Source: an optimization exercise on an open RTL-to-GDS flow (aim: small area and a short achievable clock period). Production flows keep margins and buffers that such runs may drop. Where RTL was checked, it was by simulation tests only, not by an equivalence proof against the original. Function not checked in run 2: the RTL went through the layout flow alone. No run shown here takes its clock network from TritonCTS; it comes from the design's own scripts or RTL. The clock port is modelled as an ideal driver, which makes a skipped or thinned clock tree look cheaper than it is; a real chip needs a root buffer or a tree. No activity file was given, so power comes from the tool's default toggle rates.

==> flow/design.v, too long to show whole: its modules and the start of the top module <==
// module full_adder: 5 lines
// module half_adder: 7 lines
// module half_adder_n: 7 lines
// module xnor2: 3 lines
// module or2: 3 lines
// module mux2_1: 4 lines
// module mul_16x16: 900 lines
// module accumulator: 167 lines
// module mac_unit: 7 lines
module mac_unit(input clk,en,clr,
                input [15:0]a,b,
                output [39:0]c);
  // ...
==> flow/flow/run.sh <==
#!/bin/bash
# The standard layout (standard.sh), with these changes:
#  - every port gets a buf_1 buffer (ORFS's buffer_ports with -buffer_cell);
#  - after CTS (flow/clocktree.tcl) the clock tree is rebuilt as two balanced
#    levels of inverters (4 inv_6 on the clock port, 8 inv_12 driving the flip-flops);
#  - setup repair keeps the standard target (0 ns of slack), and
#    does not remove buffers (so every port keeps its buffer).
# ORFS writes each step's full log under orfs/logs/; make's own output goes to standard.log.
export BUFFER_PORTS_ARGS="-buffer_cell sky130_fd_sc_hd__buf_1"
export PRE_RESIZE_TCL=$PWD/flow/sizes.tcl
export POST_CTS_TCL=$PWD/flow/clocktree.tcl
export SETUP_SLACK_MARGIN=0
export SKIP_BUFFER_REMOVAL=1
bash standard.sh > standard.log 2>&1
==> flow/flow/clocktree.tcl <==
set block [ord::get_db_block]
set db [ord::get_db]
set leafm [$db findMaster sky130_fd_sc_hd__inv_12]
set rootm [$db findMaster sky130_fd_sc_hd__inv_6]
set clk_net [$block findNet clk]

set ffs {}
foreach inst [$block getInsts] {
  if {[string match "sky130_fd_sc_hd__df*" [[$inst getMaster] getName]]} {
    lappend ffs $inst
  }
}
# remove the CTS buffers, its dummy loads, and its nets
set old_nets {}
foreach inst [$block getInsts] {
  if {[string match "clkload*" [$inst getName]]} {
    odb::dbInst_destroy $inst
  } elseif {[string match "clkbuf_*_clk" [$inst getName]]} {
    set onet [[$inst findITerm X] getNet]
    if {$onet != "NULL"} { lappend old_nets $onet }
    odb::dbInst_destroy $inst
  }
}
foreach ff $ffs {
  set it [$ff findITerm CLK]
  set n [$it getNet]
  if {$n != "NULL" && [$n getName] != "clk"} { $it disconnect }
}
foreach n $old_nets {
  if {[llength [$n getITerms]] == 0} { odb::dbNet_destroy $n }
}
if {[llength [$clk_net getITerms]] != 0} { error "clock port still drives cells" }

proc ffx {ff} { return [lindex [$ff getLocation] 0] }
proc ffy {ff} { return [lindex [$ff getLocation] 1] }
proc split2 {l axis} {
  set s [lsort -command [list apply {{axis a b} {expr {[ff$axis $a] - [ff$axis $b]}}} $axis] $l]
  set h [expr {[llength $s] / 2}]
  return [list [lrange $s 0 [expr {$h - 1}]] [lrange $s $h end]]
}
proc centroid {l} {
  set sx 0; set sy 0
  foreach ff $l { set sx [expr {$sx + [ffx $ff]}]; set sy [expr {$sy + [ffy $ff]}] }
  return [list [expr {$sx / [llength $l]}] [expr {$sy / [llength $l]}]]
}
proc add_buf {block master name loc in_net out_name} {
  set buf [odb::dbInst_create $block $master $name]
  $buf setLocation {*}$loc
  $buf setPlacementStatus PLACED
  [$buf findITerm A] connect $in_net
  set net [odb::dbNet_create $block $out_name]
  $net setSigType CLOCK
  [$buf findITerm Y] connect $net
  return $net
}
set quads {}
foreach half [split2 $ffs x] { lappend quads {*}[split2 $half y] }
set k 0
foreach q $quads {
  set rnet [add_buf $block $rootm "clkroot_$k" [centroid $q] $clk_net "clknet_root_$k"]
  set j 0
  foreach part [split2 $q x] {
    set lnet [add_buf $block $leafm "clkleaf_${k}_$j" [centroid $part] $rnet "clknet_leaf_${k}_$j"]
    foreach ff $part { [$ff findITerm CLK] connect $lnet }
    puts "clock inverter clkleaf_${k}_$j drives [llength $part] flip-flops"
    incr j
  }
  incr k
}

detailed_placement
check_placement -verbose
estimate_parasitics -placement
report_clock_skew
==> flow/flow/sizes.tcl <==
# Sizes of the output buffers (made by buffer_ports, named output*) and of the
# accumulator flip-flops that drive them.
foreach inst [get_cells {output*}] {
  replace_cell $inst sky130_fd_sc_hd__buf_1
}
foreach inst [get_cells {a1.acc*}] {
  replace_cell $inst sky130_fd_sc_hd__dfxtp_1
}
# the input buffers of en and clr, which drive the accumulator's control gates
foreach port {en clr} {
  foreach inst [get_cells -of_objects [get_nets $port]] {
    replace_cell $inst sky130_fd_sc_hd__buf_8
  }
}
foreach inst [get_cells {m1.ra* m1.rb*}] {
  replace_cell $inst sky130_fd_sc_hd__dfxtp_4
}
==> flow/standard.sh <==
#!/bin/bash
# synth_recipe.tcl (not shown) runs the flow's synth.tcl, then flattens the netlist and writes it again
# the make line also repeats each setting of config.mk as NAME=value (left out here)
make -C /OpenROAD-flow-scripts/flow DESIGN_CONFIG=/design/flow/config.mk WORK_HOME=/design/flow/orfs CLKGATE_MAP_FILE= SYNTH_SCRIPT=/design/flow/synth_recipe.tcl "${@:-finish}"
==> flow/config.mk <==
export PLATFORM = sky130hd
export DESIGN_NAME = mac_unit
export DESIGN_NICKNAME = mac_unit
export VERILOG_FILES = /design/flow/design.v
export SDC_FILE = /design/flow/constraint.sdc
export NUM_CORES = 4
export LEC_CHECK = 0
export CAP_MARGIN = 20
export CORE_MARGIN = 2
export CORE_UTILIZATION = 40
export SLEW_MARGIN = 20
export SYNTH_HIERARCHICAL = 1
export SYNTH_MINIMUM_KEEP_SIZE = 0
==> flow/constraint.sdc <==
create_clock -name core_clock -period 13.5 [get_ports {clk}]
set_input_delay 2.7000 -clock core_clock [delete_from_list [all_inputs] [get_ports {clk}]]
set_output_delay 2.7000 -clock core_clock [all_outputs]
set_load 0.01 [all_outputs]
==> impl_metrics.csv, run 1 <==
group,metric,value,unit
run_status,outcome,"finished clean",
grt,grt_pass1_wl,42300,um
yosys,synth_simple_gate_area_frac,0.114,
yosys,synth_top_area_frac,0.374,
grt,first_global_vias,7934,
placement,placed_cell_area,0.0129,sq mm
grt,antenna_found_initial,0,
critical_path,startpoint,"m1.rb[15]$_DFF_P_",
power_and_ir_drop,powerComb,1.22,mW
grt,grt_max_degree,41,
yosys,synth_warnings,8,
final_layout,final_common_cell,"nand2_1",
power_and_ir_drop,power_frac_seq,0.388,
final_layout,fillers,2814,
final_layout,final_util,0.430,
power_and_ir_drop,p_comb_frac,0.511,
yosys,synth_most_common_cell,"nand2_1",
sta,fin_skew,0.0248,ns
sta,hold_slack,0.324,ns
routing,highest_layer,"met4",
final_layout,area_delta_synth_final,6.54,%
yosys,netlist_top_cells_area,"fa_1, dfxtp_1, nand2_1",
cts,clock_latency,0.16,ns
yosys,synth_edf_count,0,
final_layout,regArea,0.00396,sq mm
routing,wl_met1,11600,um
cts,clkSinkCount,192,
power_and_ir_drop,seq_cell_power,0.927,mW
yosys,async_flop_share,0,
critical_path,r2r_start,"m1.rb[15]$_DFF_P_",
routing,vias_per_cell,4.97,
final_layout,reg_top3,"m1.s2 (56), a1.acc (40)",
yosys,synthesis.area,0.0122,sq mm
critical_path,cp_max_fo,16,
placement,gp_congestion,0.839,
hold_path,hold_start,"m1.p3[18]$_DFF_P_",
critical_path,slowest_delay,0.58,ns
die,dieArea,0.0320,sq mm
power_and_ir_drop,internal-power,1.39,mW
power_and_ir_drop,maxPowerGroup,"combinational cells",
yosys,ys_types,45,
power_and_ir_drop,switching_share,0.416,
==> module mul_16x16, before the edit <==
module mul_16x16(input clk,
                 input [15:0]a,
                 input [15:0]b,
                 output [31:0]c);
reg [15:0]ra,rb;
reg [55:0]s2;      
reg [31:0]p3,p4;
wire pn0_0 = ~(ra[0] & rb[0]);    
wire pn0_1 = ~(ra[0] & rb[1]);    
wire pn0_2 = ~(ra[0] & rb[2]);    
wire pn0_3 = ~(ra[0] & rb[3]);    
wire pn0_4 = ~(ra[0] & rb[4]);    
wire pn0_5 = ~(ra[0] & rb[5]);    
wire pn0_6 = ~(ra[0] & rb[6]);    
wire pn0_7 = ~(ra[0] & rb[7]);    
wire pn0_8 = ~(ra[0] & rb[8]);    
wire pn0_9 = ~(ra[0] & rb[9]);    
wire pn0_10 = ~(ra[0] & rb[10]);    
wire pn0_11 = ~(ra[0] & rb[11]);    
wire pn0_12 = ~(ra[0] & rb[12]);    
wire pn0_13 = ~(ra[0] & rb[13]);    
wire pn0_14 = ~(ra[0] & rb[14]);    
wire pn0_15 = ~(ra[0] & rb[15]);    
wire pn1_0 = ~(ra[1] & rb[0]);    
wire pn1_1 = ~(ra[1] & rb[1]);    
wire pn1_2 = ~(ra[1] & rb[2]);    
wire pn1_3 = ~(ra[1] & rb[3]);    
wire pn1_4 = ~(ra[1] & rb[4]);    
wire pn1_5 = ~(ra[1] & rb[5]);    
wire pn1_6 = ~(ra[1] & rb[6]);    
wire pn1_7 = ~(ra[1] & rb[7]);    
wire pn1_8 = ~(ra[1] & rb[8]);    
wire pn1_9 = ~(ra[1] & rb[9]);    
wire pn1_10 = ~(ra[1] & rb[10]);    
wire pn1_11 = ~(ra[1] & rb[11]);    
wire pn1_12 = ~(ra[1] & rb[12]);    
wire pn1_13 = ~(ra[1] & rb[13]);    
wire pn1_14 = ~(ra[1] & rb[14]);    
wire pn1_15 = ~(ra[1] & rb[15]);    
wire pn2_0 = ~(ra[2] & rb[0]);    
wire pn2_1 = ~(ra[2] & rb[1]);    
wire pn2_2 = ~(ra[2] & rb[2]);    
wire pn2_3 = ~(ra[2] & rb[3]);    
wire pn2_4 = ~(ra[2] & rb[4]);    
wire pn2_5 = ~(ra[2] & rb[5]);    
wire pn2_6 = ~(ra[2] & rb[6]);    
wire pn2_7 = ~(ra[2] & rb[7]);    
wire pn2_8 = ~(ra[2] & rb[8]);    
wire pn2_9 = ~(ra[2] & rb[9]);    
wire pn2_10 = ~(ra[2] & rb[10]);    
wire pn2_11 = ~(ra[2] & rb[11]);    
wire pn2_12 = ~(ra[2] & rb[12]);    
wire pn2_13 = ~(ra[2] & rb[13]);    
wire pn2_14 = ~(ra[2] & rb[14]);    
wire pn2_15 = ~(ra[2] & rb[15]);    
wire pn3_0 = ~(ra[3] & rb[0]);    
wire pn3_1 = ~(ra[3] & rb[1]);    
wire pn3_2 = ~(ra[3] & rb[2]);    
wire pn3_3 = ~(ra[3] & rb[3]);    
wire pn3_4 = ~(ra[3] & rb[4]);    
wire pn3_5 = ~(ra[3] & rb[5]);    
wire pn3_6 = ~(ra[3] & rb[6]);    
wire pn3_7 = ~(ra[3] & rb[7]);    
wire pn3_8 = ~(ra[3] & rb[8]);    
wire pn3_9 = ~(ra[3] & rb[9]);    
wire pn3_10 = ~(ra[3] & rb[10]);    
wire pn3_11 = ~(ra[3] & rb[11]);    
wire pn3_12 = ~(ra[3] & rb[12]);    
wire pn3_13 = ~(ra[3] & rb[13]);    
wire pn3_14 = ~(ra[3] & rb[14]);    
wire pn3_15 = ~(ra[3] & rb[15]);    
wire pn4_0 = ~(ra[4] & rb[0]);    
wire pn4_1 = ~(ra[4] & rb[1]);    
wire pn4_2 = ~(ra[4] & rb[2]);    
wire pn4_3 = ~(ra[4] & rb[3]);    
wire pn4_4 = ~(ra[4] & rb[4]);    
wire pn4_5 = ~(ra[4] & rb[5]);    
wire pn4_6 = ~(ra[4] & rb[6]);    
wire pn4_7 = ~(ra[4] & rb[7]);    
wire pn4_8 = ~(ra[4] & rb[8]);    
wire pn4_9 = ~(ra[4] & rb[9]);    
wire pn4_10 = ~(ra[4] & rb[10]);    
wire pn4_11 = ~(ra[4] & rb[11]);    
wire pn4_12 = ~(ra[4] & rb[12]);    
wire pn4_13 = ~(ra[4] & rb[13]);    
wire pn4_14 = ~(ra[4] & rb[14]);    
wire pn4_15 = ~(ra[4] & rb[15]);    
wire pn5_0 = ~(ra[5] & rb[0]);    
wire pn5_1 = ~(ra[5] & rb[1]);    
wire pn5_2 = ~(ra[5] & rb[2]);    
wire pn5_3 = ~(ra[5] & rb[3]);    
wire pn5_4 = ~(ra[5] & rb[4]);    
wire pn5_5 = ~(ra[5] & rb[5]);    
wire pn5_6 = ~(ra[5] & rb[6]);    
wire pn5_7 = ~(ra[5] & rb[7]);    
wire pn5_8 = ~(ra[5] & rb[8]);    
wire pn5_9 = ~(ra[5] & rb[9]);    
wire pn5_10 = ~(ra[5] & rb[10]);    
wire pn5_11 = ~(ra[5] & rb[11]);    
wire pn5_12 = ~(ra[5] & rb[12]);    
wire pn5_13 = ~(ra[5] & rb[13]);    
wire pn5_14 = ~(ra[5] & rb[14]);    
wire pn5_15 = ~(ra[5] & rb[15]);    
wire pn6_0 = ~(ra[6] & rb[0]);    
wire pn6_1 = ~(ra[6] & rb[1]);    
wire pn6_2 = ~(ra[6] & rb[2]);    
wire pn6_3 = ~(ra[6] & rb[3]);    
wire pn6_4 = ~(ra[6] & rb[4]);    
wire pn6_5 = ~(ra[6] & rb[5]);    
wire pn6_6 = ~(ra[6] & rb[6]);    
wire pn6_7 = ~(ra[6] & rb[7]);    
wire pn6_8 = ~(ra[6] & rb[8]);    
wire pn6_9 = ~(ra[6] & rb[9]);    
wire pn6_10 = ~(ra[6] & rb[10]);    
wire pn6_11 = ~(ra[6] & rb[11]);    
wire pn6_12 = ~(ra[6] & rb[12]);    
wire pn6_13 = ~(ra[6] & rb[13]);    
wire pn6_14 = ~(ra[6] & rb[14]);    
wire pn6_15 = ~(ra[6] & rb[15]);    
wire pn7_0 = ~(ra[7] & rb[0]);    
wire pn7_1 = ~(ra[7] & rb[1]);    
wire pn7_2 = ~(ra[7] & rb[2]);    
wire pn7_3 = ~(ra[7] & rb[3]);    
wire pn7_4 = ~(ra[7] & rb[4]);    
wire pn7_5 = ~(ra[7] & rb[5]);    
wire pn7_6 = ~(ra[7] & rb[6]);    
wire pn7_7 = ~(ra[7] & rb[7]);    
wire pn7_8 = ~(ra[7] & rb[8]);    
wire pn7_9 = ~(ra[7] & rb[9]);    
wire pn7_10 = ~(ra[7] & rb[10]);    
wire pn7_11 = ~(ra[7] & rb[11]);    
wire pn7_12 = ~(ra[7] & rb[12]);    
wire pn7_13 = ~(ra[7] & rb[13]);    
wire pn7_14 = ~(ra[7] & rb[14]);    
wire pn7_15 = ~(ra[7] & rb[15]);    
wire pn8_0 = ~(ra[8] & rb[0]);    
wire pn8_1 = ~(ra[8] & rb[1]);    
wire pn8_2 = ~(ra[8] & rb[2]);    
wire pn8_3 = ~(ra[8] & rb[3]);    
wire pn8_4 = ~(ra[8] & rb[4]);    
wire pn8_5 = ~(ra[8] & rb[5]);    
wire pn8_6 = ~(ra[8] & rb[6]);    
wire pn8_7 = ~(ra[8] & rb[7]);    
wire pn8_8 = ~(ra[8] & rb[8]);    
wire pn8_9 = ~(ra[8] & rb[9]);    
wire pn8_10 = ~(ra[8] & rb[10]);    
wire pn8_11 = ~(ra[8] & rb[11]);    
wire pn8_12 = ~(ra[8] & rb[12]);    
wire pn8_13 = ~(ra[8] & rb[13]);    
wire pn8_14 = ~(ra[8] & rb[14]);    
wire pn8_15 = ~(ra[8] & rb[15]);    
wire pn9_0 = ~(ra[9] & rb[0]);    
wire pn9_1 = ~(ra[9] & rb[1]);    
wire pn9_2 = ~(ra[9] & rb[2]);    
wire pn9_3 = ~(ra[9] & rb[3]);    
wire pn9_4 = ~(ra[9] & rb[4]);    
wire pn9_5 = ~(ra[9] & rb[5]);    
wire pn9_6 = ~(ra[9] & rb[6]);    
wire pn9_7 = ~(ra[9] & rb[7]);    
wire pn9_8 = ~(ra[9] & rb[8]);    
wire pn9_9 = ~(ra[9] & rb[9]);    
wire pn9_10 = ~(ra[9] & rb[10]);    
wire pn9_11 = ~(ra[9] & rb[11]);    
wire pn9_12 = ~(ra[9] & rb[12]);    
wire pn9_13 = ~(ra[9] & rb[13]);    
wire pn9_14 = ~(ra[9] & rb[14]);    
wire pn9_15 = ~(ra[9] & rb[15]);    
wire pn10_0 = ~(ra[10] & rb[0]);    
wire pn10_1 = ~(ra[10] & rb[1]);    
wire pn10_2 = ~(ra[10] & rb[2]);    
wire pn10_3 = ~(ra[10] & rb[3]);    
wire pn10_4 = ~(ra[10] & rb[4]);    
wire pn10_5 = ~(ra[10] & rb[5]);    
wire pn10_6 = ~(ra[10] & rb[6]);    
wire pn10_7 = ~(ra[10] & rb[7]);    
wire pn10_8 = ~(ra[10] & rb[8]);    
wire pn10_9 = ~(ra[10] & rb[9]);    
wire pn10_10 = ~(ra[10] & rb[10]);    
wire pn10_11 = ~(ra[10] & rb[11]);    
wire pn10_12 = ~(ra[10] & rb[12]);    
wire pn10_13 = ~(ra[10] & rb[13]);    
wire pn10_14 = ~(ra[10] & rb[14]);    
wire pn10_15 = ~(ra[10] & rb[15]);    
wire pn11_0 = ~(ra[11] & rb[0]);    
wire pn11_1 = ~(ra[11] & rb[1]);    
wire pn11_2 = ~(ra[11] & rb[2]);    
wire pn11_3 = ~(ra[11] & rb[3]);    
wire pn11_4 = ~(ra[11] & rb[4]);    
wire pn11_5 = ~(ra[11] & rb[5]);    
wire pn11_6 = ~(ra[11] & rb[6]);    
wire pn11_7 = ~(ra[11] & rb[7]);    
wire pn11_8 = ~(ra[11] & rb[8]);    
wire pn11_9 = ~(ra[11] & rb[9]);    
wire pn11_10 = ~(ra[11] & rb[10]);    
wire pn11_11 = ~(ra[11] & rb[11]);    
wire pn11_12 = ~(ra[11] & rb[12]);    
wire pn11_13 = ~(ra[11] & rb[13]);    
wire pn11_14 = ~(ra[11] & rb[14]);    
wire pn11_15 = ~(ra[11] & rb[15]);    
wire pn12_0 = ~(ra[12] & rb[0]);    
wire pn12_1 = ~(ra[12] & rb[1]);    
wire pn12_2 = ~(ra[12] & rb[2]);    
wire pn12_3 = ~(ra[12] & rb[3]);    
wire pn12_4 = ~(ra[12] & rb[4]);    
wire pn12_5 = ~(ra[12] & rb[5]);    
wire pn12_6 = ~(ra[12] & rb[6]);    
wire pn12_7 = ~(ra[12] & rb[7]);    
wire pn12_8 = ~(ra[12] & rb[8]);    
wire pn12_9 = ~(ra[12] & rb[9]);    
wire pn12_10 = ~(ra[12] & rb[10]);    
wire pn12_11 = ~(ra[12] & rb[11]);    
wire pn12_12 = ~(ra[12] & rb[12]);    
wire pn12_13 = ~(ra[12] & rb[13]);    
wire pn12_14 = ~(ra[12] & rb[14]);    
wire pn12_15 = ~(ra[12] & rb[15]);    
wire pn13_0 = ~(ra[13] & rb[0]);    
wire pn13_1 = ~(ra[13] & rb[1]);    
wire pn13_2 = ~(ra[13] & rb[2]);    
wire pn13_3 = ~(ra[13] & rb[3]);    
wire pn13_4 = ~(ra[13] & rb[4]);    
wire pn13_5 = ~(ra[13] & rb[5]);    
wire pn13_6 = ~(ra[13] & rb[6]);    
wire pn13_7 = ~(ra[13] & rb[7]);    
wire pn13_8 = ~(ra[13] & rb[8]);    
wire pn13_9 = ~(ra[13] & rb[9]);    
wire pn13_10 = ~(ra[13] & rb[10]);    
wire pn13_11 = ~(ra[13] & rb[11]);    
wire pn13_12 = ~(ra[13] & rb[12]);    
wire pn13_13 = ~(ra[13] & rb[13]);    
wire pn13_14 = ~(ra[13] & rb[14]);    
wire pn13_15 = ~(ra[13] & rb[15]);    
wire pn14_0 = ~(ra[14] & rb[0]);    
wire pn14_1 = ~(ra[14] & rb[1]);    
wire pn14_2 = ~(ra[14] & rb[2]);    
wire pn14_3 = ~(ra[14] & rb[3]);    
wire pn14_4 = ~(ra[14] & rb[4]);    
wire pn14_5 = ~(ra[14] & rb[5]);    
wire pn14_6 = ~(ra[14] & rb[6]);    
wire pn14_7 = ~(ra[14] & rb[7]);    
wire pn14_8 = ~(ra[14] & rb[8]);    
wire pn14_9 = ~(ra[14] & rb[9]);    
wire pn14_10 = ~(ra[14] & rb[10]);    
wire pn14_11 = ~(ra[14] & rb[11]);    
wire pn14_12 = ~(ra[14] & rb[12]);    
wire pn14_13 = ~(ra[14] & rb[13]);    
wire pn14_14 = ~(ra[14] & rb[14]);    
wire pn14_15 = ~(ra[14] & rb[15]);    
wire pn15_0 = ~(ra[15] & rb[0]);    
wire pn15_1 = ~(ra[15] & rb[1]);    
wire pn15_2 = ~(ra[15] & rb[2]);    
wire pn15_3 = ~(ra[15] & rb[3]);    
wire pn15_4 = ~(ra[15] & rb[4]);    
wire pn15_5 = ~(ra[15] & rb[5]);    
wire pn15_6 = ~(ra[15] & rb[6]);    
wire pn15_7 = ~(ra[15] & rb[7]);    
wire pn15_8 = ~(ra[15] & rb[8]);    
wire pn15_9 = ~(ra[15] & rb[9]);    
wire pn15_10 = ~(ra[15] & rb[10]);    
wire pn15_11 = ~(ra[15] & rb[11]);    
wire pn15_12 = ~(ra[15] & rb[12]);    
wire pn15_13 = ~(ra[15] & rb[13]);    
wire pn15_14 = ~(ra[15] & rb[14]);    
wire pn15_15 = ~(ra[15] & rb[15]);    
wire s1, c2;
half_adder_n ha2(pn0_13, pn1_12, s1, c2);
wire s3, c4;
full_adder fa4(pn0_14, pn1_13, pn2_12, s3, c4);
wire s5, c6;
half_adder_n ha6(pn3_11, pn4_10, s5, c6);
wire s7, c8;
full_adder fa8(pn0_15, pn1_14, pn2_13, s7, c8);
wire s9, c10;
full_adder fa10(pn3_12, pn4_11, pn5_10, s9, c10);
wire s11, c12;
half_adder_n ha12(pn6_9, pn7_8, s11, c12);
wire s13, c14;
full_adder fa14(pn1_15, pn2_14, pn3_13, s13, c14);
wire s15, c16;
full_adder fa16(pn4_12, pn5_11, pn6_10, s15, c16);
wire s17, c18;
half_adder_n ha18(pn7_9, pn8_8, s17, c18);
wire s19, c20;
full_adder fa20(pn2_15, pn3_14, pn4_13, s19, c20);
wire s21, c22;
full_adder fa22(pn5_12, pn6_11, pn7_10, s21, c22);
wire s23, c24;
full_adder fa24(pn3_15, pn4_14, pn5_13, s23, c24);
wire s25, c26;
half_adder_n ha26(pn0_9, pn1_8, s25, c26);
wire s27, c28;
full_adder fa28(pn0_10, pn1_9, pn2_8, s27, c28);
wire s29, c30;
half_adder_n ha30(pn3_7, pn4_6, s29, c30);
wire s31, c32;
full_adder fa32(pn0_11, pn1_10, pn2_9, s31, c32);
wire s33, c34;
full_adder fa34(pn3_8, pn4_7, pn5_6, s33, c34);
wire s35, c36;
half_adder_n ha36(pn6_5, pn7_4, s35, c36);
wire s37, c38;
full_adder fa38(pn0_12, pn1_11, pn2_10, s37, c38);
wire s39, c40;
full_adder fa40(pn3_9, pn4_8, pn5_7, s39, c40);
wire s41, c42;
full_adder fa42(pn6_6, pn7_5, pn8_4, s41, c42);
wire s43, c44;
half_adder_n ha44(pn9_3, pn10_2, s43, c44);
wire s45, c46;
full_adder fa46(pn2_11, pn3_10, pn4_9, s45, c46);
wire s47, c48;
full_adder fa48(pn5_8, pn6_7, pn7_6, s47, c48);
wire s49, c50;
full_adder fa50(pn8_5, pn9_4, pn10_3, s49, c50);
wire s51, c52;
full_adder fa52(pn11_2, pn12_1, pn13_0, s51, c52);
wire s53, c54;
full_adder fa54(pn5_9, pn6_8, pn7_7, s53, c54);
wire s55, c56;
full_adder fa56(pn8_6, pn9_5, pn10_4, s55, c56);
wire s57, c58;
full_adder fa58(pn11_3, pn12_2, pn13_1, s57, c58);
wire s59, c60;
full_adder fa60(pn14_0, c2, s5, s59, c60);
wire s61, c62;
full_adder fa62(pn8_7, pn9_6, pn10_5, s61, c62);
wire s63, c64;
full_adder fa64(pn11_4, pn12_3, pn13_2, s63, c64);
wire s65, c66;
full_adder fa66(pn14_1, pn15_0, c6, s65, c66);
wire s67, c68;
full_adder fa68(s11, c4, s7, s67, c68);
wire s69, c70;
full_adder fa70(pn9_7, pn10_6, pn11_5, s69, c70);
wire s71, c72;
full_adder fa72(pn12_4, pn13_3, pn14_2, s71, c72);
wire s73, c74;
full_adder fa74(pn15_1, c12, s17, s73, c74);
wire s75, c76;
full_adder fa76(c8, c10, s13, s75, c76);
wire s77, c78;
full_adder fa78(pn8_9, pn9_8, pn10_7, s77, c78);
wire s79, c80;
full_adder fa80(pn11_6, pn12_5, pn13_4, s79, c80);
wire s81, c82;
full_adder fa82(pn14_3, pn15_2, c18, s81, c82);
wire s83, c84;
full_adder fa84(c14, c16, s19, s83, c84);
wire s85, c86;
full_adder fa86(pn6_12, pn7_11, pn8_10, s85, c86);
wire s87, c88;
full_adder fa88(pn9_9, pn10_8, pn11_7, s87, c88);
wire s89, c90;
full_adder fa90(pn12_6, pn13_5, pn14_4, s89, c90);
wire s91, c92;
full_adder fa92(pn15_3, c20, c22, s91, c92);
wire s93, c94;
full_adder fa94(pn4_15, pn5_14, pn6_13, s93, c94);
wire s95, c96;
full_adder fa96(pn7_12, pn8_11, pn9_10, s95, c96);
wire s97, c98;
full_adder fa98(pn10_9, pn11_8, pn12_7, s97, c98);
wire s99, c100;
full_adder fa100(pn13_6, pn14_5, pn15_4, s99, c100);
wire s101, c102;
full_adder fa102(pn5_15, pn6_14, pn7_13, s101, c102);
wire s103, c104;
full_adder fa104(pn8_12, pn9_11, pn10_10, s103, c104);
wire s105, c106;
full_adder fa106(pn11_9, pn12_8, pn13_7, s105, c106);
wire s107, c108;
full_adder fa108(pn6_15, pn7_14, pn8_13, s107, c108);
wire s109, c110;
full_adder fa110(pn9_12, pn10_11, pn11_10, s109, c110);
wire s111, c112;
full_adder fa112(pn7_15, pn8_14, pn9_13, s111, c112);
wire s113, c114;
half_adder_n ha114(pn0_6, pn1_5, s113, c114);
wire s115, c116;
full_adder fa116(pn0_7, pn1_6, pn2_5, s115, c116);
wire s117, c118;
half_adder_n ha118(pn3_4, pn4_3, s117, c118);
wire s119, c120;
full_adder fa120(pn0_8, pn1_7, pn2_6, s119, c120);
wire s121, c122;
full_adder fa122(pn3_5, pn4_4, pn5_3, s121, c122);
wire s123, c124;
half_adder_n ha124(pn6_2, pn7_1, s123, c124);
wire s125, c126;
full_adder fa126(pn2_7, pn3_6, pn4_5, s125, c126);
wire s127, c128;
full_adder fa128(pn5_4, pn6_3, pn7_2, s127, c128);
wire s129, c130;
full_adder fa130(pn8_1, pn9_0, s25, s129, c130);
wire s131, c132;
full_adder fa132(pn5_5, pn6_4, pn7_3, s131, c132);
wire s133, c134;
full_adder fa134(pn8_2, pn9_1, pn10_0, s133, c134);
wire s135, c136;
full_adder fa136(c26, s29, s27, s135, c136);
wire s137, c138;
full_adder fa138(pn8_3, pn9_2, pn10_1, s137, c138);
wire s139, c140;
full_adder fa140(pn11_0, c30, s35, s139, c140);
wire s141, c142;
full_adder fa142(c28, s31, s33, s141, c142);
wire s143, c144;
full_adder fa144(pn11_1, pn12_0, c36, s143, c144);
wire s145, c146;
full_adder fa146(s43, c32, c34, s145, c146);
wire s147, c148;
full_adder fa148(s37, s39, s41, s147, c148);
wire s149, c150;
full_adder fa150(c44, s1, c38, s149, c150);
wire s151, c152;
full_adder fa152(c40, c42, s45, s151, c152);
wire s153, c154;
full_adder fa154(s47, s49, s51, s153, c154);
wire s155, c156;
full_adder fa156(c46, c48, c50, s155, c156);
wire s157, c158;
full_adder fa158(c52, s53, s55, s157, c158);
wire s159, c160;
full_adder fa160(s57, s3, s59, s159, c160);
wire s161, c162;
full_adder fa162(c54, c56, c58, s161, c162);
wire s163, c164;
full_adder fa164(s61, s63, s9, s163, c164);
wire s165, c166;
full_adder fa166(c60, s65, s67, s165, c166);
wire s167, c168;
full_adder fa168(c62, c64, s69, s167, c168);
wire s169, c170;
full_adder fa170(s71, s15, c66, s169, c170);
wire s171, c172;
full_adder fa172(s73, c68, s75, s171, c172);
wire s173, c174;
full_adder fa174(c70, c72, s77, s173, c174);
wire s175, c176;
full_adder fa176(s79, s21, c74, s175, c176);
wire s177, c178;
full_adder fa178(s81, c76, s83, s177, c178);
wire s179, c180;
full_adder fa180(c78, c80, s85, s179, c180);
wire s181, c182;
full_adder fa182(s87, s89, s23, s181, c182);
wire s183, c184;
full_adder fa184(c82, c84, s91, s183, c184);
wire s185, c186;
full_adder fa186(c86, c88, c90, s185, c186);
wire s187, c188;
full_adder fa188(s93, s95, s97, s187, c188);
wire s189, c190;
full_adder fa190(s99, c24, c92, s189, c190);
wire s191, c192;
full_adder fa192(pn14_6, pn15_5, c94, s191, c192);
wire s193, c194;
full_adder fa194(c96, c98, c100, s193, c194);
wire s195, c196;
full_adder fa196(s101, s103, s105, s195, c196);
wire s197, c198;
full_adder fa198(pn12_9, pn13_8, pn14_7, s197, c198);
wire s199, c200;
full_adder fa200(pn15_6, c102, c104, s199, c200);
wire s201, c202;
full_adder fa202(c106, s107, s109, s201, c202);
wire s203, c204;
full_adder fa204(pn10_12, pn11_11, pn12_10, s203, c204);
wire s205, c206;
full_adder fa206(pn13_9, pn14_8, pn15_7, s205, c206);
wire s207, c208;
full_adder fa208(c108, c110, s111, s207, c208);
wire s209, c210;
full_adder fa210(pn8_15, pn9_14, pn10_13, s209, c210);
wire s211, c212;
full_adder fa212(pn11_12, pn12_11, pn13_10, s211, c212);
wire s213, c214;
full_adder fa214(pn14_9, pn15_8, c112, s213, c214);
wire s215, c216;
full_adder fa216(pn9_15, pn10_14, pn11_13, s215, c216);
wire s217, c218;
full_adder fa218(pn12_12, pn13_11, pn14_10, s217, c218);
wire s219, c220;
full_adder fa220(pn10_15, pn11_14, pn12_13, s219, c220);
wire s221, c222;
half_adder_n ha222(pn0_4, pn1_3, s221, c222);
wire s223, c224;
full_adder fa224(pn0_5, pn1_4, pn2_3, s223, c224);
wire s225, c226;
half_adder_n ha226(pn3_2, pn4_1, s225, c226);
wire s227, c228;
full_adder fa228(pn2_4, pn3_3, pn4_2, s227, c228);
wire s229, c230;
full_adder fa230(pn5_1, pn6_0, s113, s229, c230);
wire s231, c232;
full_adder fa232(pn5_2, pn6_1, pn7_0, s231, c232);
wire s233, c234;
full_adder fa234(c114, s117, s115, s233, c234);
wire s235, c236;
full_adder fa236(pn8_0, c118, s123, s235, c236);
wire s237, c238;
full_adder fa238(c116, s119, s121, s237, c238);
wire s239, c240;
full_adder fa240(c124, c120, c122, s239, c240);
wire s241, c242;
full_adder fa242(s125, s127, s129, s241, c242);
wire s243, c244;
full_adder fa244(c126, c128, s131, s243, c244);
wire s245, c246;
full_adder fa246(s133, c130, s135, s245, c246);
wire s247, c248;
full_adder fa248(c132, c134, s137, s247, c248);
wire s249, c250;
full_adder fa250(s139, c136, s141, s249, c250);
wire s251, c252;
full_adder fa252(c138, c140, s143, s251, c252);
wire s253, c254;
full_adder fa254(c142, s145, s147, s253, c254);
wire s255, c256;
full_adder fa256(c144, c146, c148, s255, c256);
wire s257, c258;
full_adder fa258(s149, s151, s153, s257, c258);
wire s259, c260;
full_adder fa260(c150, c152, c154, s259, c260);
wire s261, c262;
full_adder fa262(s155, s157, s159, s261, c262);
wire s263, c264;
full_adder fa264(c156, c158, s161, s263, c264);
wire s265, c266;
full_adder fa266(s163, c160, s165, s265, c266);
wire s267, c268;
full_adder fa268(c162, c164, s167, s267, c268);
wire s269, c270;
full_adder fa270(s169, c166, s171, s269, c270);
wire s271, c272;
full_adder fa272(c168, s173, c170, s271, c272);
wire s273, c274;
full_adder fa274(s175, c172, s177, s273, c274);
wire s275, c276;
full_adder fa276(c174, s179, s181, s275, c276);
wire s277, c278;
full_adder fa278(c176, c178, s183, s277, c278);
wire s279, c280;
full_adder fa280(c180, c182, s185, s279, c280);
wire s281, c282;
full_adder fa282(s187, c184, s189, s281, c282);
wire s283, c284;
full_adder fa284(c186, c188, s191, s283, c284);
wire s285, c286;
full_adder fa286(s193, s195, c190, s285, c286);
wire s287, c288;
full_adder fa288(s197, c192, c194, s287, c288);
wire s289, c290;
full_adder fa290(c196, s199, s201, s289, c290);
wire s291, c292;
full_adder fa292(c198, s203, s205, s291, c292);
wire s293, c294;
full_adder fa294(c200, c202, s207, s293, c294);
wire s295, c296;
full_adder fa296(c204, c206, s209, s295, c296);
wire s297, c298;
full_adder fa298(s211, c208, s213, s297, c298);
wire s299, c300;
full_adder fa300(pn15_9, c210, c212, s299, c300);
wire s301, c302;
full_adder fa302(s215, s217, c214, s301, c302);
wire s303, c304;
full_adder fa304(pn13_12, pn14_11, pn15_10, s303, c304);
wire s305, c306;
full_adder fa306(c216, c218, s219, s305, c306);
wire s307, c308;
full_adder fa308(pn11_15, pn12_14, pn13_13, s307, c308);
wire s309, c310;
full_adder fa310(pn14_12, pn15_11, c220, s309, c310);
wire s311, c312;
full_adder fa312(pn12_15, pn13_14, pn14_13, s311, c312);
wire s313, c314;
half_adder_n ha314(pn0_3, pn1_2, s313, c314);
wire s315, c316;
full_adder fa316(pn2_2, pn3_1, pn4_0, s315, c316);
wire s317, c318;
full_adder fa318(pn5_0, c222, s225, s317, c318);
wire s319, c320;
full_adder fa320(c226, c224, s227, s319, c320);
wire s321, c322;
full_adder fa322(c228, s231, c230, s321, c322);
wire s323, c324;
full_adder fa324(c232, s235, c234, s323, c324);
wire s325, c326;
full_adder fa326(c236, c238, s239, s325, c326);
wire s327, c328;
full_adder fa328(c240, s243, c242, s327, c328);
wire s329, c330;
full_adder fa330(c244, s247, c246, s329, c330);
wire s331, c332;
full_adder fa332(c248, s251, c250, s331, c332);
wire s333, c334;
full_adder fa334(c252, c254, s255, s333, c334);
wire s335, c336;
full_adder fa336(c256, c258, s259, s335, c336);
wire s337, c338;
full_adder fa338(c260, s263, c262, s337, c338);
wire s339, c340;
full_adder fa340(c264, s267, c266, s339, c340);
wire s341, c342;
full_adder fa342(c268, s271, c270, s341, c342);
wire s343, c344;
full_adder fa344(s275, c272, c274, s343, c344);
wire s345, c346;
full_adder fa346(c276, s279, c278, s345, c346);
wire s347, c348;
full_adder fa348(c280, s283, c282, s347, c348);
wire s349, c350;
full_adder fa350(c284, s287, s289, s349, c350);
wire s351, c352;
full_adder fa352(s291, c288, c290, s351, c352);
wire s353, c354;
full_adder fa354(c292, s295, c294, s353, c354);
wire s355, c356;
full_adder fa356(c296, s299, c298, s355, c356);
wire s357, c358;
full_adder fa358(s303, c300, s305, s357, c358);
wire s359, c360;
full_adder fa360(c304, s307, c306, s359, c360);
wire s361, c362;
full_adder fa362(pn15_12, c308, s311, s361, c362);
wire s363, c364;
full_adder fa364(pn13_15, pn14_14, pn15_13, s363, c364);
wire s365, c366;
half_adder_n ha366(pn0_2, pn1_1, s365, c366);
wire s367, c368;
full_adder fa368(pn2_1, pn3_0, s313, s367, c368);
wire s369, c370;
full_adder fa370(c314, s221, s315, s369, c370);
wire s371, c372;
full_adder fa372(c316, s223, s317, s371, c372);
wire s373, c374;
full_adder fa374(c318, s229, s319, s373, c374);
wire s375, c376;
full_adder fa376(c320, s233, s321, s375, c376);
wire s377, c378;
full_adder fa378(s237, c322, s323, s377, c378);
wire s379, c380;
full_adder fa380(s241, c324, s325, s379, c380);
wire s381, c382;
full_adder fa382(c326, s245, s327, s381, c382);
wire s383, c384;
full_adder fa384(s249, c328, s329, s383, c384);
wire s385, c386;
full_adder fa386(s253, c330, s331, s385, c386);
wire s387, c388;
full_adder fa388(s257, c332, s333, s387, c388);
wire s389, c390;
full_adder fa390(s261, c334, s335, s389, c390);
wire s391, c392;
full_adder fa392(c336, s265, s337, s391, c392);
wire s393, c394;
full_adder fa394(s269, c338, s339, s393, c394);
wire s395, c396;
full_adder fa396(s273, c340, s341, s395, c396);
wire s397, c398;
full_adder fa398(s277, c342, s343, s397, c398);
wire s399, c400;
full_adder fa400(s281, c344, s345, s399, c400);
wire s401, c402;
full_adder fa402(s285, c346, s347, s401, c402);
wire s403, c404;
full_adder fa404(s349, c286, c348, s403, c404);
wire s405, c406;
full_adder fa406(s293, c350, s351, s405, c406);
wire s407, c408;
full_adder fa408(s297, c352, s353, s407, c408);
wire s409, c410;
full_adder fa410(s301, c354, s355, s409, c410);
wire s411, c412;
full_adder fa412(s357, c302, c356, s411, c412);
wire s413, c414;
full_adder fa414(s309, c358, s359, s413, c414);
wire s415, c416;
full_adder fa416(s361, c310, c360, s415, c416);
wire s417, c418;
full_adder fa418(s363, c312, c362, s417, c418);
wire s419, c420;
full_adder fa420(pn14_15, pn15_14, c364, s419, c420);
wire s421, c422;
half_adder_n ha422(pn0_1, pn1_0, s421, c422);
wire s423, c424;
full_adder fa424(pn2_0, s365, c422, s423, c424);
wire s425, c426;
full_adder fa426(c366, s367, c424, s425, c426);
wire s427, c428;
full_adder fa428(c368, s369, c426, s427, c428);
wire s429, c430;
full_adder fa430(c370, s371, c428, s429, c430);
wire s431, c432;
full_adder fa432(c372, s373, c430, s431, c432);
wire [55:0]s2_d;
assign s2_d[0] = pn0_0;    
assign s2_d[1] = s421;    
assign s2_d[2] = s423;    
assign s2_d[3] = s425;    
assign s2_d[4] = s427;    
assign s2_d[5] = s429;    
assign s2_d[6] = s431;    
assign s2_d[7] = c374;    
assign s2_d[8] = s375;    
assign s2_d[9] = c432;    
assign s2_d[10] = c376;    
assign s2_d[11] = s377;    
assign s2_d[12] = c378;    
assign s2_d[13] = s379;    
assign s2_d[14] = c380;    
assign s2_d[15] = s381;    
assign s2_d[16] = c382;    
assign s2_d[17] = s383;    
assign s2_d[18] = c384;    
assign s2_d[19] = s385;    
assign s2_d[20] = c386;    
assign s2_d[21] = s387;    
assign s2_d[22] = c388;    
assign s2_d[23] = s389;    
assign s2_d[24] = c390;    
assign s2_d[25] = s391;    
assign s2_d[26] = c392;    
assign s2_d[27] = s393;    
assign s2_d[28] = c394;    
assign s2_d[29] = s395;    
assign s2_d[30] = c396;    
assign s2_d[31] = s397;    
assign s2_d[32] = c398;    
assign s2_d[33] = s399;    
assign s2_d[34] = c400;    
assign s2_d[35] = s401;    
assign s2_d[36] = c402;    
assign s2_d[37] = s403;    
assign s2_d[38] = c404;    
assign s2_d[39] = s405;    
assign s2_d[40] = c406;    
assign s2_d[41] = s407;    
assign s2_d[42] = c408;    
assign s2_d[43] = s409;    
assign s2_d[44] = c410;    
assign s2_d[45] = s411;    
assign s2_d[46] = c412;    
assign s2_d[47] = s413;    
assign s2_d[48] = c414;    
assign s2_d[49] = s415;    
assign s2_d[50] = c416;    
assign s2_d[51] = s417;    
assign s2_d[52] = c418;    
assign s2_d[53] = s419;    
assign s2_d[54] = c420;    
assign s2_d[55] = pn15_15;    
wire [31:0]x3 = {1'b1, s2[54], s2[52], s2[50], s2[48], s2[46], s2[44], s2[42], s2[40], s2[38], s2[36], s2[34], s2[32], s2[30], s2[28], s2[26], s2[24], s2[22], s2[20], s2[18], s2[16], s2[14], s2[12], s2[10], s2[7], s2[6], s2[5], s2[4], s2[3], s2[2], s2[1], s2[0]};
wire [31:0]y3 = {1'b1, s2[55], s2[53], s2[51], s2[49], s2[47], s2[45], s2[43], s2[41], s2[39], s2[37], s2[35], s2[33], s2[31], s2[29], s2[27], s2[25], s2[23], s2[21], s2[19], s2[17], s2[15], s2[13], s2[11], s2[8], 1'b1, 1'b1, 1'b1, 1'b1, 1'b1, 1'b1, 1'b1};
wire kg0 = s2[7] & s2[8];
wire kp0 = s2[7] ^ s2[8];
wire kg1 = s2[10] & s2[11];
wire kp1 = s2[10] ^ s2[11];
wire kg2 = s2[12] & s2[13];
wire kp2 = s2[12] ^ s2[13];
wire kg3 = s2[14] & s2[15];
wire kp3 = s2[14] ^ s2[15];
wire kg4 = s2[16] & s2[17];
wire kp4 = s2[16] ^ s2[17];
wire kg5 = s2[18] & s2[19];
wire kp5 = s2[18] ^ s2[19];
wire kg6 = s2[20] & s2[21];
wire kp6 = s2[20] ^ s2[21];
wire kg7 = s2[22] & s2[23];
wire kp7 = s2[22] ^ s2[23];
wire kg8 = s2[24] & s2[25];
wire kp8 = s2[24] ^ s2[25];
wire kg9 = s2[26] & s2[27];
wire kp9 = s2[26] ^ s2[27];
wire kg10 = s2[28] & s2[29];
wire kp10 = s2[28] ^ s2[29];
wire kg11 = s2[30] & s2[31];
wire kp11 = s2[30] ^ s2[31];
wire kg12 = s2[32] & s2[33];
wire kp12 = s2[32] ^ s2[33];
wire kg13 = s2[34] & s2[35];
wire kp13 = s2[34] ^ s2[35];
wire kg14 = s2[36] & s2[37];
wire kp14 = s2[36] ^ s2[37];
wire kg15 = s2[38] & s2[39];
wire kp15 = s2[38] ^ s2[39];
wire kg16 = s2[40] & s2[41];
wire kp16 = s2[40] ^ s2[41];
wire kg17 = s2[42] & s2[43];
wire kp17 = s2[42] ^ s2[43];
wire kg18 = s2[44] & s2[45];
wire kp18 = s2[44] ^ s2[45];
wire kg19 = s2[46] & s2[47];
wire kp19 = s2[46] ^ s2[47];
wire kg20 = s2[48] & s2[49];
wire kp20 = s2[48] ^ s2[49];
wire kg21 = s2[50] & s2[51];
wire kp21 = s2[50] ^ s2[51];
wire kg22 = s2[52] & s2[53];
wire kp22 = s2[52] ^ s2[53];
wire kg23 = s2[54] & s2[55];
wire kp23 = s2[54] ^ s2[55];
wire kg24 = 1'b1 & 1'b1;
wire kp24 = 1'b1 ^ 1'b1;
wire kg0c = kg0 | (kp0 & s2[9]);
wire kG1 = kg1 | (kp1 & kg0c);
wire kP1 = kp1 & kp0;
wire kG2 = kg3 | (kp3 & kg2);
wire kP2 = kp3 & kp2;
wire kG3 = kg5 | (kp5 & kg4);
wire kP3 = kp5 & kp4;
wire kG4 = kg7 | (kp7 & kg6);
wire kP4 = kp7 & kp6;
wire kG5 = kg9 | (kp9 & kg8);
wire kP5 = kp9 & kp8;
wire kG6 = kg11 | (kp11 & kg10);
wire kP6 = kp11 & kp10;
wire kG7 = kg13 | (kp13 & kg12);
wire kP7 = kp13 & kp12;
wire kG8 = kg15 | (kp15 & kg14);
wire kP8 = kp15 & kp14;
wire kG9 = kg17 | (kp17 & kg16);
wire kP9 = kp17 & kp16;
wire kG10 = kg19 | (kp19 & kg18);
wire kP10 = kp19 & kp18;
wire kG11 = kg21 | (kp21 & kg20);
wire kP11 = kp21 & kp20;
wire kG12 = kg23 | (kp23 & kg22);
wire kP12 = kp23 & kp22;
wire kG13 = kG2 | (kP2 & kG1);
wire kP13 = kP2 & kP1;
wire kG14 = kG4 | (kP4 & kG3);
wire kP14 = kP4 & kP3;
wire kG15 = kG6 | (kP6 & kG5);
wire kP15 = kP6 & kP5;
wire kG16 = kG8 | (kP8 & kG7);
wire kP16 = kP8 & kP7;
wire kG17 = kG10 | (kP10 & kG9);
wire kP17 = kP10 & kP9;
wire kG18 = kG12 | (kP12 & kG11);
wire kP18 = kP12 & kP11;
wire kG19 = kG14 | (kP14 & kG13);
wire kP19 = kP14 & kP13;
wire kG20 = kG16 | (kP16 & kG15);
wire kP20 = kP16 & kP15;
wire kG21 = kG18 | (kP18 & kG17);
wire kP21 = kP18 & kP17;
wire kG22 = kG20 | (kP20 & kG19);
wire kP22 = kP20 & kP19;
wire kG23 = kG21 | (kP21 & kG22);
wire kP23 = kP21 & kP22;
wire kG24 = kG15 | (kP15 & kG19);
wire kP24 = kP15 & kP19;
wire kG25 = kG17 | (kP17 & kG22);
wire kP25 = kP17 & kP22;
wire kG26 = kG3 | (kP3 & kG13);
wire kP26 = kP3 & kP13;
wire kG27 = kG5 | (kP5 & kG19);
wire kP27 = kP5 & kP19;
wire kG28 = kG7 | (kP7 & kG24);
wire kP28 = kP7 & kP24;
wire kG29 = kG9 | (kP9 & kG22);
wire kP29 = kP9 & kP22;
wire kG30 = kG11 | (kP11 & kG25);
wire kP30 = kP11 & kP25;
wire kG31 = kg2 | (kp2 & kG1);
wire kP31 = kp2 & kP1;
wire kG32 = kg4 | (kp4 & kG13);
wire kP32 = kp4 & kP13;
wire kG33 = kg6 | (kp6 & kG26);
wire kP33 = kp6 & kP26;
wire kG34 = kg8 | (kp8 & kG19);
wire kP34 = kp8 & kP19;
wire kG35 = kg10 | (kp10 & kG27);
wire kP35 = kp10 & kP27;
wire kG36 = kg12 | (kp12 & kG24);
wire kP36 = kp12 & kP24;
wire kG37 = kg14 | (kp14 & kG28);
wire kP37 = kp14 & kP28;
wire kG38 = kg16 | (kp16 & kG22);
wire kP38 = kp16 & kP22;
wire kG39 = kg18 | (kp18 & kG29);
wire kP39 = kp18 & kP29;
wire kG40 = kg20 | (kp20 & kG25);
wire kP40 = kp20 & kP25;
wire kG41 = kg22 | (kp22 & kG30);
wire kP41 = kp22 & kP30;
wire kG42 = kg24 | (kp24 & kG23);
wire kP42 = kp24 & kP23;
wire [31:0]p3_d = {(kp24 ^ kG23), (kp23 ^ kG41), (kp22 ^ kG30), (kp21 ^ kG40), (kp20 ^ kG25), (kp19 ^ kG39), (kp18 ^ kG29), (kp17 ^ kG38), (kp16 ^ kG22), (kp15 ^ kG37), (kp14 ^ kG28), (kp13 ^ kG36), (kp12 ^ kG24), (kp11 ^ kG35), (kp10 ^ kG27), (kp9 ^ kG34), (kp8 ^ kG19), (kp7 ^ kG33), (kp6 ^ kG26), (kp5 ^ kG32), (kp4 ^ kG13), (kp3 ^ kG31), (kp2 ^ kG1), (kp1 ^ kg0c), (kp0 ^ s2[9]), s2[6], s2[5], s2[4], s2[3], s2[2], s2[1], s2[0]};
always @(posedge clk)
 begin
  ra<=a;
  rb<=b;
  s2<=s2_d;
  p3<=~p3_d;    
  p4<=p3;
 end
assign c=p4;
endmodule
==> run 2: changes to the inputs <==
--- a/flow/design.v
+++ b/flow/design.v
@@ -27,6 +27,11 @@
               output d);
 assign d=(e1&s)|(e0&h);
 endmodule
+module acc_ctl(input en,clr,
+               output e1,e0);
+assign e1=en&~clr;
+assign e0=~(en|clr);
+endmodule
 module mul_16x16(input clk,
                  input [15:0]a,
                  input [15:0]b,
@@ -455,7 +460,7 @@
 wire s163, c164;
 full_adder fa164(s61, s63, s9, s163, c164);
 wire s165, c166;
-full_adder fa166(c60, s65, s67, s165, c166);
+full_adder fa166(s65, c60, s67, s165, c166);
 wire s167, c168;
 full_adder fa168(c62, c64, s69, s167, c168);
 wire s169, c170;
@@ -465,9 +470,9 @@
 wire s173, c174;
 full_adder fa174(c70, c72, s77, s173, c174);
 wire s175, c176;
-full_adder fa176(s79, s21, c74, s175, c176);
+full_adder fa176(s79, s21, s81, s175, c176);
 wire s177, c178;
-full_adder fa178(s81, c76, s83, s177, c178);
+full_adder fa178(c74, c76, s83, s177, c178);
 wire s179, c180;
 full_adder fa180(c78, c80, s85, s179, c180);
 wire s181, c182;
@@ -477,9 +482,9 @@
 wire s185, c186;
 full_adder fa186(c86, c88, c90, s185, c186);
 wire s187, c188;
-full_adder fa188(s93, s95, s97, s187, c188);
+full_adder fa188(c24, s93, s95, s187, c188);
 wire s189, c190;
-full_adder fa190(s99, c24, c92, s189, c190);
+full_adder fa190(s97, s99, c92, s189, c190);
 wire s191, c192;
 full_adder fa192(pn14_6, pn15_5, c94, s191, c192);
 wire s193, c194;
@@ -541,13 +546,13 @@
 wire s249, c250;
 full_adder fa250(s139, c136, s141, s249, c250);
 wire s251, c252;
-full_adder fa252(c138, c140, s143, s251, c252);
+full_adder fa252(c138, s143, c140, s251, c252);
 wire s253, c254;
 full_adder fa254(c142, s145, s147, s253, c254);
 wire s255, c256;
-full_adder fa256(c144, c146, c148, s255, c256);
+full_adder fa256(c144, s149, c146, s255, c256);
 wire s257, c258;
-full_adder fa258(s149, s151, s153, s257, c258);
+full_adder fa258(c148, s151, s153, s257, c258);
 wire s259, c260;
 full_adder fa260(c150, c152, c154, s259, c260);
 wire s261, c262;
@@ -571,9 +576,9 @@
 wire s279, c280;
 full_adder fa280(c180, c182, s185, s279, c280);
 wire s281, c282;
-full_adder fa282(s187, c184, s189, s281, c282);
+full_adder fa282(s187, s189, c184, s281, c282);
 wire s283, c284;
-full_adder fa284(c186, c188, s191, s283, c284);
+full_adder fa284(s191, c186, c188, s283, c284);
 wire s285, c286;
 full_adder fa286(s193, s195, c190, s285, c286);
 wire s287, c288;
@@ -587,7 +592,7 @@
 wire s295, c296;
 full_adder fa296(c204, c206, s209, s295, c296);
 wire s297, c298;
-full_adder fa298(s211, c208, s213, s297, c298);
+full_adder fa298(s211, s213, c208, s297, c298);
 wire s299, c300;
 full_adder fa300(pn15_9, c210, c212, s299, c300);
 wire s301, c302;
@@ -623,9 +628,9 @@
 wire s331, c332;
 full_adder fa332(c248, s251, c250, s331, c332);
 wire s333, c334;
-full_adder fa334(c252, c254, s255, s333, c334);
+full_adder fa334(c252, s255, c254, s333, c334);
 wire s335, c336;
-full_adder fa336(c256, c258, s259, s335, c336);
+full_adder fa336(c256, s259, c258, s335, c336);
 wire s337, c338;
 full_adder fa338(c260, s263, c262, s337, c338);
 wire s339, c340;
@@ -633,23 +638,23 @@
 wire s341, c342;
 full_adder fa342(c268, s271, c270, s341, c342);
 wire s343, c344;
-full_adder fa344(s275, c272, c274, s343, c344);
+full_adder fa344(c272, s275, c274, s343, c344);
 wire s345, c346;
 full_adder fa346(c276, s279, c278, s345, c346);
 wire s347, c348;
-full_adder fa348(c280, s283, c282, s347, c348);
+full_adder fa348(c280, s283, s285, s347, c348);
 wire s349, c350;
 full_adder fa350(c284, s287, s289, s349, c350);
 wire s351, c352;
 full_adder fa352(s291, c288, c290, s351, c352);
 wire s353, c354;
-full_adder fa354(c292, s295, c294, s353, c354);
+full_adder fa354(c292, s295, s297, s353, c354);
 wire s355, c356;
-full_adder fa356(c296, s299, c298, s355, c356);
+full_adder fa356(c296, s299, s301, s355, c356);
 wire s357, c358;
 full_adder fa358(s303, c300, s305, s357, c358);
 wire s359, c360;
-full_adder fa360(c304, s307, c306, s359, c360);
+full_adder fa360(c304, s307, s309, s359, c360);
 wire s361, c362;
 full_adder fa362(pn15_12, c308, s311, s361, c362);
 wire s363, c364;
@@ -663,17 +668,17 @@
 wire s371, c372;
 full_adder fa372(c316, s223, s317, s371, c372);
 wire s373, c374;
-full_adder fa374(c318, s229, s319, s373, c374);
+full_adder fa374(s229, c318, s319, s373, c374);
 wire s375, c376;
 full_adder fa376(c320, s233, s321, s375, c376);
 wire s377, c378;
-full_adder fa378(s237, c322, s323, s377, c378);
+full_adder fa378(c322, s237, s323, s377, c378);
 wire s379, c380;
 full_adder fa380(s241, c324, s325, s379, c380);
 wire s381, c382;
-full_adder fa382(c326, s245, s327, s381, c382);
+full_adder fa382(s245, c326, s327, s381, c382);
 wire s383, c384;
-full_adder fa384(s249, c328, s329, s383, c384);
+full_adder fa384(c328, s249, s329, s383, c384);
 wire s385, c386;
 full_adder fa386(s253, c330, s331, s385, c386);
 wire s387, c388;
@@ -681,7 +686,7 @@
 wire s389, c390;
 full_adder fa390(s261, c334, s335, s389, c390);
 wire s391, c392;
-full_adder fa392(c336, s265, s337, s391, c392);
+full_adder fa392(s265, c336, s337, s391, c392);
 wire s393, c394;
 full_adder fa394(s269, c338, s339, s393, c394);
 wire s395, c396;
@@ -691,23 +696,23 @@
 wire s399, c400;
 full_adder fa400(s281, c344, s345, s399, c400);
 wire s401, c402;
-full_adder fa402(s285, c346, s347, s401, c402);
+full_adder fa402(c282, s347, c346, s401, c402);
 wire s403, c404;
-full_adder fa404(s349, c286, c348, s403, c404);
+full_adder fa404(c286, s349, c348, s403, c404);
 wire s405, c406;
-full_adder fa406(s293, c350, s351, s405, c406);
+full_adder fa406(s293, s351, c350, s405, c406);
 wire s407, c408;
-full_adder fa408(s297, c352, s353, s407, c408);
+full_adder fa408(c294, c352, s353, s407, c408);
 wire s409, c410;
-full_adder fa410(s301, c354, s355, s409, c410);
+full_adder fa410(c298, s355, c354, s409, c410);
 wire s411, c412;
-full_adder fa412(s357, c302, c356, s411, c412);
+full_adder fa412(c302, s357, c356, s411, c412);
 wire s413, c414;
-full_adder fa414(s309, c358, s359, s413, c414);
+full_adder fa414(c306, s359, c358, s413, c414);
 wire s415, c416;
-full_adder fa416(s361, c310, c360, s415, c416);
+full_adder fa416(c310, s361, c360, s415, c416);
 wire s417, c418;
-full_adder fa418(s363, c312, c362, s417, c418);
+full_adder fa418(c312, s363, c362, s417, c418);
 wire s419, c420;
 full_adder fa420(pn14_15, pn15_14, c364, s419, c420);
 wire s421, c422;
@@ -1081,13 +1086,18 @@
 wire [39:0]cy={gg72, gg53, gg71, gg44, gg70, gg52, gg69, gg38, gg68, gg51, gg67, gg43, gg66, gg50, gg65, gg39, gg64, gg49, gg63, gg42, gg62, gg48, gg61, gg36, gg60, gg47, gg59, gg41, gg58, gg46, gg57, gg31, gg56, gg45, gg55, gg21, gg54, gg1, g0[0], 1'b0};
 wire [39:0]sum=p0^cy;
 wire [39:0]d;
-wire e1=en&~clr;     
-wire e0=~(en|clr);   
+wire [3:0]e1,e0;     
 genvar i;
 generate
+ for (i=0;i<4;i=i+1)
+  begin : ctl
+   acc_ctl k(en,clr,e1[i],e0[i]);
+  end
+endgenerate
+generate
  for (i=0;i<40;i=i+1)
   begin : sel
-   mux2_1 m(acc[i],sum[i],e1,e0,d[i]);
+   mux2_1 m(acc[i],sum[i],e1[i/10],e0[i/10],d[i]);
   end
 endgenerate
 always @(posedge clk)
==> flow/flow/run.sh (replaced) <==
#!/bin/bash
# The standard layout (standard.sh), with these changes:
#  - every port gets a buf_1 buffer (ORFS's buffer_ports with -buffer_cell);
#  - after CTS (flow/clocktree.tcl) the clock tree is rebuilt as two balanced
#    levels of clkbuf_16 buffers (4 on the clock port, 8 driving the flip-flops);
#  - setup repair aims for 9.70 ns of slack at the design's clock period, and
#    does not remove buffers (so every port keeps its buffer).
# ORFS writes each step's full log under orfs/logs/; make's own output goes to standard.log.
export BUFFER_PORTS_ARGS="-buffer_cell sky130_fd_sc_hd__buf_1"
export PRE_RESIZE_TCL=$PWD/flow/sizes.tcl
export POST_CTS_TCL=$PWD/flow/clocktree.tcl
export SETUP_SLACK_MARGIN=9.70
export SKIP_BUFFER_REMOVAL=1
bash standard.sh > standard.log 2>&1
--- a/flow/flow/clocktree.tcl
+++ b/flow/flow/clocktree.tcl
@@ -1,7 +1,11 @@
+# Two-level clock tree in place of the one CTS builds: the clock port drives four
+# clkbuf_16 buffers, one per quadrant of the flip-flops, and each of these drives
+# two clkbuf_16 buffers, one per half of its quadrant, which drive the flip-flops'
+# clock pins. The groups are cut at median coordinates, so every flip-flop's clock
+# goes through two equal buffers.
 set block [ord::get_db_block]
 set db [ord::get_db]
-set leafm [$db findMaster sky130_fd_sc_hd__inv_12]
-set rootm [$db findMaster sky130_fd_sc_hd__inv_6]
+set bufm [$db findMaster sky130_fd_sc_hd__clkbuf_16]
 set clk_net [$block findNet clk]
 
 set ffs {}
@@ -43,26 +47,26 @@
   foreach ff $l { set sx [expr {$sx + [ffx $ff]}]; set sy [expr {$sy + [ffy $ff]}] }
   return [list [expr {$sx / [llength $l]}] [expr {$sy / [llength $l]}]]
 }
-proc add_buf {block master name loc in_net out_name} {
-  set buf [odb::dbInst_create $block $master $name]
+proc add_buf {block bufm name loc in_net out_name} {
+  set buf [odb::dbInst_create $block $bufm $name]
   $buf setLocation {*}$loc
   $buf setPlacementStatus PLACED
   [$buf findITerm A] connect $in_net
   set net [odb::dbNet_create $block $out_name]
   $net setSigType CLOCK
-  [$buf findITerm Y] connect $net
+  [$buf findITerm X] connect $net
   return $net
 }
 set quads {}
 foreach half [split2 $ffs x] { lappend quads {*}[split2 $half y] }
 set k 0
 foreach q $quads {
-  set rnet [add_buf $block $rootm "clkroot_$k" [centroid $q] $clk_net "clknet_root_$k"]
+  set rnet [add_buf $block $bufm "clkroot_$k" [centroid $q] $clk_net "clknet_root_$k"]
   set j 0
   foreach part [split2 $q x] {
-    set lnet [add_buf $block $leafm "clkleaf_${k}_$j" [centroid $part] $rnet "clknet_leaf_${k}_$j"]
+    set lnet [add_buf $block $bufm "clkleaf_${k}_$j" [centroid $part] $rnet "clknet_leaf_${k}_$j"]
     foreach ff $part { [$ff findITerm CLK] connect $lnet }
-    puts "clock inverter clkleaf_${k}_$j drives [llength $part] flip-flops"
+    puts "clock buffer clkleaf_${k}_$j drives [llength $part] flip-flops"
     incr j
   }
   incr k
==> flow/flow/sizes.tcl (replaced) <==
# Sizes of the output buffers (made by buffer_ports, named output*) and of the
# accumulator flip-flops that drive them.
foreach inst [get_cells {output*}] {
  replace_cell $inst sky130_fd_sc_hd__buf_2
}
foreach inst [get_cells {a1.acc*}] {
  replace_cell $inst sky130_fd_sc_hd__dfxtp_2
}
# the input buffers of en and clr, which drive the accumulator's control gates
foreach port {en clr} {
  foreach inst [get_cells -of_objects [get_nets $port]] {
    replace_cell $inst sky130_fd_sc_hd__buf_2
  }
}
foreach inst [get_cells {m1.ra* m1.rb*}] {
  replace_cell $inst sky130_fd_sc_hd__dfxtp_4
}
==> impl_metrics.csv, run 2 <==
group,metric,value,unit
routing,drtPass1Iterations,4,
critical_path,arrival,3.71,ns
final_layout,area_delta_synth_final,8.09,%
yosys,ys_types,47,
routing,num_vias,7496,
placement,hpwl,19100,um
die,die_w,179,um
critical_path,cpLargestDelayFamily,"adder cells",
final_layout,final_nets,1444,
routing,wl,25300,um
power_and_ir_drop,power_per_cell_area,188,mW/mm^2
critical_path,worst_setup_path_start_kind,"flip-flop",
critical_path,required,13.67,ns
routing,drc_errors,0,
sta,finalHoldViolCount,0,
placement,dp.cells,1505,
critical_path,critPathKind,"reg2reg",
hold_path,min_path_cells,0,
die,dieArea,0.0322,sq mm
critical_path,ff2ff_path_depth,7,
sta,max_freq,0.282,GHz
grt,antenna_found_initial,0,
grt,grt_max_degree,25,
final_layout,top_register,"m1.s2",
final_layout,antenna_cells,0,
sta,fin_skew,0.0228,ns
critical_path,slowest_delay,0.58,ns
sta,maxSlewHeadroom,0.559,
critical_path,cpMostUsedCell,"fa_1",
routing,drt-initial-drc-count,322,
final_layout,final_cell_area,0.0133,sq mm
die,fp.dieH,179,um
yosys,netlist_top_cells_area,"fa_1, dfxtp_1, nand2_1",
cts,clkSinkCount,192,
grt,first_global_vias,8162,
sta,tightest_slew,0.659,ns
yosys,syn_nets,1428,
sta,rsz0062_at_grt,"false",
placement,placed_cell_area,0.0130,sq mm
sta,finalCritPeriodShare,0.262,
yosys,synthesis.area,0.0123,sq mm
power_and_ir_drop,power_leakage,5.26,nW
yosys,ys_ff_latch,192,
yosys,synth_most_common_cell,"nand2_1",
yosys,synth_cells,1107,
power_and_ir_drop,power,2.51,mW
flow_run,cap_violations,0,
sta,tns,0,ns
yosys,synth_top_area_frac,0.372,
final_layout,multi_input_area,0.00794,sq mm
final_layout,final_common_cell,"nand2_1",
power_and_ir_drop,ir_drop,0.0698,mV
routing,ant_nets,0,
grt,grt_pass1_wl,42700,um
final_layout,drive_above_1_share,0.127,
placement,gp_congestion,0.835,
yosys,synth_warnings,8,
yosys,syn_avg_cell_area,11.1,sq um
final_layout,reg_top3,"m1.s2 (56), a1.acc (40)",
yosys,synth_edf_count,0,
final_layout,regArea,0.00401,sq mm
die,core-area,0.0304,sq mm
final_layout,final_util,0.437,
grt,track_usage,0.165,
final_layout,final_cell_mix,"nand2_1, fa_1, dfxtp_1",
run_status,outcome,"finished clean",
final_layout,largest_reg_flops,56,
critical_path,worst-path-buf-inv,0,
critical_path,critPathSlowestCell,"fa_1",
placement,numPortBuffers,74,
routing,vias_per_cell,4.94,
critical_path,cp-end-kind,"flip-flop",
grt,overflow,0,
yosys,ys.flop_type,"dfxtp_1",
routing,wl_per_cell,16.7,um
die,rows,64,
critical_path,cp_max_fo,16,
yosys,yosysTopAreaCell,"fa_1",
final_layout,fillers,2876,
yosys,yosys-top-cells-count,"nand2_1, fa_1, dfxtp_1, inv_1, clkbuf_1",
sta,setup_violations,0,
final_layout,fin_cells,1517,
sta,report.final.slew_viol_count,0,
sta,fin_crit,3.54,ns
critical_path,crit_chain,"nand2_1 > fa_1 > fa_1 > fa_1 > fa_1 > fa_1 > fa_1",
critical_path,worst-path-stages,7,
yosys,async_flop_share,0,
die,start_util,0.405,
hold_path,hold_class,"reg2reg",
die,io_pins,75,
yosys,seq_area_frac_synth,0.312,
cts,path_clk_slew,0.10,ns
cts,clock_latency,0.30,ns
## run 2: changes by cell type after synthesis
cell / previous run / this run
nor2_1: 10 / 13
clkbuf_1: 64 / 59
nor2b_1: 2 / 1
buf_1: 0 / 5
nor2b_4: 0 / 4
## run 2: cell type report
type / instances / area share
Multi-Input combinational cell: 783 / 0.597
Sequential cell: 192 / 0.302
Tap cell: 396 / 0.0372
Timing Repair Buffer: 74 / 0.0248
Buffer: 12 / 0.0226
Inverter: 60 / 0.0169
## run 2: path summary, 6_finish.rpt
path | endpoint | slack (ns) | startpoint
hold reg to reg | m1.p4[12]$_DFF_P_ | 0.33 | m1.p3[12]$_DFF_P_
setup / recovery | m1.s2[29]$_DFF_P_ | 9.96 | m1.rb[15]$_DFF_P_
hold / removal | m1.p4[12]$_DFF_P_ | 0.33 | m1.p3[12]$_DFF_P_
setup reg to reg | m1.s2[29]$_DFF_P_ | 9.96 | m1.rb[15]$_DFF_P_
## run 2: kinds of logic after synthesis
| family | count (synthesis) | synth area share |
|---|---|---|
| simple gates | 342 | 0.118 |
| fa+ha+maj | 286 | 0.430 |
| flops | 192 | 0.312 |
| buf+inv | 132 | 0.0427 |
| compound gates | 109 | 0.0638 |
| xor+xnor | 46 | 0.0327 |
## run 2: routing by layer
metal | track usage | wire, um
met5 | 0 | 0
met4 | 0.0312 | 300
met3 | 0.0298 | 1560
met2 | 0.277 | 11900
met1 | 0.225 | 11600
## run 2: Yosys stat by module, one instance, submodules excluded, excerpt
module | cells inside | flip-flops and latches | area, sq um
full_adder | 1 | 0 | 20.0
accumulator | 231 | 40 | 2380
acc_ctl | 2 | 0 | 17.5
xnor2 | 1 | 0 | 8.76
mul_16x16 | 596 | 152 | 5270
mux2_1 | 1 | 0 | 8.76
or2 | 1 | 0 | 6.26
## run 2: power by group
| part | internal (mW) | leakage (nW) | total (mW) | switching [mW] |
|---|---|---|---|---|
| combinational | 0.579 | 3.48 | 1.25 | 0.671 |
| clock | 0.160 | 0.148 | 0.321 | 0.161 |
| sequential | 0.799 | 1.64 | 0.935 | 0.136 |
## run 2: per-stage QoR
step / setup WS [ns] / hold slack (ns)
after floorplan: 9.83 / 0.310
after global placement: 9.45 / 0.310
after detailed placement: 9.73 / 0.312
after global routing: 9.85 / 0.338
final: 9.96 / 0.325

[what the ideal ports hide]
How much do the figures lean on ideal ports? The routed layouts below were timed once more, with nothing changed but the port constraints. Step 1 sets driving cells, clkbuf_16 on the clock port and buf_2 on the other inputs (assumed; they add their load-dependent delay and slew). Step 2 times the ports against the registers' clock, not the clock port: input delays grow and output delays shrink by t, the midpoint of the rising clock arrivals with the driver on. Three values: no drivers, after step 1, after step 2; two values: the first two.
run	t (ns)	slack for setup (ns)	hold WS [ns]	worst setup path at the end
run 1	0.271	9.991 / 9.915 / 9.837	0.324 / 0.325 / 0.325	input to register
run 2	0.379	9.958 / 9.885 / 9.737	0.325 / 0.325 / 0.325	input to register
After both steps setup and hold are still met in every run listed. For run 2, which loses most, drivers alone change the setup slack by -0.073 ns; drivers and shift together by -0.221 ns.
